Context: an optimization exercise on an open-source flow, tuned for a short achievable clock period and few clock cycles. The choices shown serve that exercise and are no tape-out recipe. The RTL was checked by simulation tests, not by an equivalence proof against the original design. Power is estimated from default activity; no workload was simulated.

job 1252:
## ulsoc_core
module ulsoc_core
(
    input  wire         clk,
    input  wire         rst_n,
    output wire [31:0]  imem_addr,
    input  wire [31:0]  imem_rdata,
    output wire [31:0]  dmem_addr,
    input  wire [31:0]  dmem_rdata,
    output wire         dmem_we,
    output wire [3:0]   dmem_wstrb,
    output wire [31:0]  dmem_wdata,
    output wire         wb_valid,
    output wire [4:0]   wb_rd,
    output wire [31:0]  wb_data
);
Size: roughly 210 I/O pins, about 120000 sq um of cells after synthesis.
export LEC_CHECK = 0
export CAP_MARGIN = 30
export CORE_MARGIN = 2
export CORE_UTILIZATION = 50
export SLEW_MARGIN = 30
export SYNTH_HIERARCHICAL = 1
create_clock -name core_clock -period 9.0 [get_ports {clk}]
standard.sh (not shown) runs the stock make flow with config.mk's settings and CLKGATE_MAP_FILE= SYNTH_SCRIPT=/design/flow/synth_recipe.tcl, a recipe that flattens the netlist after the stock synthesis.
==> flow/flow/run.sh <==
#!/bin/bash
# Own layout flow: the standard synthesis unchanged, then the standard ORFS
# steps (floorplan to finish) with four repair settings changed:
#  - timing and design repair may resize a cell to any size of its function,
#    not only to sizes with the same footprint (MATCH_CELL_FOOTPRINT=0);
#  - the port buffers are sky130_fd_sc_hd__buf_4;
#  - antenna repair after detailed routing may take up to 10 rounds, not 5.
# Each make run's full output goes to a log file here; ORFS keeps its per-step
# logs under orfs/logs.
set -euo pipefail
bash standard.sh synth > synth.log 2>&1
bash standard.sh MATCH_CELL_FOOTPRINT=0 \
    "BUFFER_PORTS_ARGS=-buffer_cell sky130_fd_sc_hd__buf_4" \
    SETUP_SLACK_MARGIN=6 MAX_REPAIR_ANTENNAS_ITER_DRT=10 finish > layout.log 2>&1
test -s out/final.def
Testbench counts of job 1252, summed over its fixed seeds: cycles 72,258.
> inputs changed (job 1252 -> job 7402)
diff --git a/flow/design.v b/flow/design.v
--- a/flow/design.v
+++ b/flow/design.v
@@ -747,21 +747,21 @@
               .w_rd(ex_rd), .w_wr(ex_v && ex_wr), .x_rd(wb_rd_q), .x_wr(wb_v), .ok(rf_ok_nx),
               .sel_rf(f_rf1), .sel_wb(f_wb1), .sel_w2(f_x1), .sel_ee(f_ee1), .fa(f_fa1));
 rs_sel u_rs2 (.rs(fi[24:20]), .n_rd(d_rd), .n_wr(d_v && d_wr), .n_early(d_early),
               .w_rd(ex_rd), .w_wr(ex_v && ex_wr), .x_rd(wb_rd_q), .x_wr(wb_v), .ok(rf_ok_nx),
               .sel_rf(f_rf2), .sel_wb(f_wb2), .sel_w2(f_x2), .sel_ee(f_ee2), .fa(f_fa2));
 wire ex_redir = ex_v && ((ex_mis_c && !ex_dres) || ex_jalr);   
 wire [31:0] d_balt = d_pred ? d_pc4 : d_tb;
 wire ex_zs = ex_v && (s_add || s_and);
 wire ares1 = d_fa1 && (d_inst[24:20] == 5'd0);      
 wire ares2 = d_fa2 && (d_inst[19:15] == 5'd0);      
-wire ares  = d_v && d_br && !d_far && ex_zs && (ares1 || ares2);
+wire ares  = d_v && d_br && ex_zs && (ares1 || ares2);
 wire r_z, r_sg;
 zsg  u_zsg (.a(ex_a), .b(ex_b), .r_add(r_add), .s_add(s_add), .s_and(s_and), .z(r_z), .sg(r_sg));
 function automatic amis_k(input [2:0] f3, input side1, input pred, input zz, input ss);
     reg eq, lt, ltu, tk;
     begin
         eq  = zz;
         lt  = side1 ? ss : (!ss && !zz);
         ltu = side1 ? 1'b0 : !zz;
         case (f3)
             3'd0:    tk = eq;
[summary]
[job 7402 vs job 1252] number of non-clock inverters: lower in job 7402
NOTE: detailed-routing wirelength on met1 in job 7402 falls short of that of job 1252
Job 7402 against job 1252: die boundary height shows no meaningful change, critical path buffer and inverter count now smaller, area added between synthesis and finish now sits lower.
Diff job 1252 -> job 7402: peak clock frequency supported by timing shows no meaningful change; power shows an increase of 480 uW; proportion of layout cells with a drive suffix above 1 shows a reduction of 1.0 points.
The global-route wire length before repair of job 7402 and that of job 1252 are within noise of each other.
Between job 1252 and job 7402, the difference in mean instance size in the synthesized netlist is negligible.
[compare] base=job 1252 new=job 7402: non-clock buffer count climbed 15, final area fell by 0.64%.
Relative contribution of combinational cells to total power: job 1252 and job 7402 compared, lower one is job 1252
Testbench counts of job 7402, summed over its fixed seeds: cycles 72,258.

========
ulsoc_core, a different RTL version from the one above (not shown whole).
Size in the first run: roughly 0.12 sq mm of cells after synthesis.
==> module zcomb, before the edit <==
module zcomb
(
    input  wire z_add, z_and, eq, s31_add, s31_sub, a31, b31, s_add, s_sub, s_and,
    output wire z,
    output wire sg
);
wire n1, n2, n3, m1, m2, m3, ab;
c_nand2 u1 (.a(s_add), .b(z_add), .y(n1));
c_nand2 u2 (.a(s_sub), .b(eq), .y(n2));
c_nand2 u3 (.a(s_and), .b(z_and), .y(n3));
c_nand3 u4 (.a(n1), .b(n2), .c(n3), .y(z));
c_nand2 u5 (.a(s_add), .b(s31_add), .y(m1));
c_nand2 u6 (.a(s_sub), .b(s31_sub), .y(m2));
c_nand2 u7 (.a(a31), .b(b31), .y(ab));
c_nor2b u8 (.a(ab), .b(s_and), .y(m3));      
wire m3n;
c_inv u9 (.a(m3), .y(m3n));
c_nand3 u10 (.a(m1), .b(m2), .c(m3n), .y(sg));
endmodule
export LEC_CHECK = 0
export CAP_MARGIN = 30
export CORE_MARGIN = 2
export CORE_UTILIZATION = 50
export SLEW_MARGIN = 30
export SYNTH_HIERARCHICAL = 1
create_clock -name core_clock -period 9.0 [get_ports {clk}]
Scripts as last shown in full above: flow/flow/run.sh
Testbench counts at the start, summed over its fixed seeds: cycles 72,258.
Rerun with:
--- a/flow/design.v
+++ b/flow/design.v
@@ -560,24 +560,14 @@
 module zcomb
 (
     input  wire z_add, z_and, eq, s31_add, s31_sub, a31, b31, s_add, s_sub, s_and,
     output wire z,
     output wire sg
 );
-wire n1, n2, n3, m1, m2, m3, ab;
-c_nand2 u1 (.a(s_add), .b(z_add), .y(n1));
-c_nand2 u2 (.a(s_sub), .b(eq), .y(n2));
-c_nand2 u3 (.a(s_and), .b(z_and), .y(n3));
-c_nand3 u4 (.a(n1), .b(n2), .c(n3), .y(z));
-c_nand2 u5 (.a(s_add), .b(s31_add), .y(m1));
-c_nand2 u6 (.a(s_sub), .b(s31_sub), .y(m2));
-c_nand2 u7 (.a(a31), .b(b31), .y(ab));
-c_nor2b u8 (.a(ab), .b(s_and), .y(m3));      
-wire m3n;
-c_inv u9 (.a(m3), .y(m3n));
-c_nand3 u10 (.a(m1), .b(m2), .c(m3n), .y(sg));
+assign z  = (s_add && z_add) || (s_sub && eq) || (s_and && z_and);
+assign sg = (s_add && s31_add) || (s_sub && s31_sub) || (s_and && a31 && b31);
 endmodule
 module ulsoc_core
 (
     input  wire         clk,
     input  wire         rst_n,
     output wire [31:0]  imem_addr,
Non-clock buffer count falls by 22.
Via count shrinks by 0.34%.
Count of clock-buffer cells in the layout does not change.
Die area is about the same.
Cell count is about the same.
Sequential share of layout area barely changes.
Testbench counts after the change, summed over its fixed seeds: cycles 72,258.

## separate check: timing with driven ports
The flow's constraints put no driver on any port. The routed layouts listed below were extracted and timed again, unchanged, in two steps.
Step 1 sets driving cells, clkbuf_16 on the clock port and buf_2 on the other inputs (assumed; they add their load-dependent delay and slew).
Step 2 adds t to the input delays and takes it off the output delays; t is the mean of the earliest and latest rising clock arrival at the registers after step 1. Input paths then give back, and output paths get back, about the clock's delay inside the block.
Slacks: ideal ports / drivers / drivers and shift; pairs: ideal ports / drivers.
| run | t, ns | setup slack, ns | worst setup path after step 2 | latest minus earliest clock arrival (ns) | worst data-port slew with drivers (ns) |
|---|---|---|---|---|---|
| job 1252 | 0.970 | 5.320 / 5.285 / 4.315 | input to register | 0.122 / 0.122 | 0.39 |
| job 7402 | 0.962 | 5.321 / 5.321 / 4.431 | input to register | 0.124 / 0.124 | 0.09 |
| the first run of note 2 | 0.962 | 5.316 / 5.316 / 4.484 | input to register | 0.121 / 0.121 | 0.40 |
| the second run of note 2 | 0.950 | 5.268 / 5.268 / 4.446 | input to register | 0.137 / 0.137 | 0.31 |
After both steps setup and hold are still met in every run listed. For job 1252, which loses most, drivers alone change the setup slack by -0.035 ns; drivers and shift together by -1.005 ns.
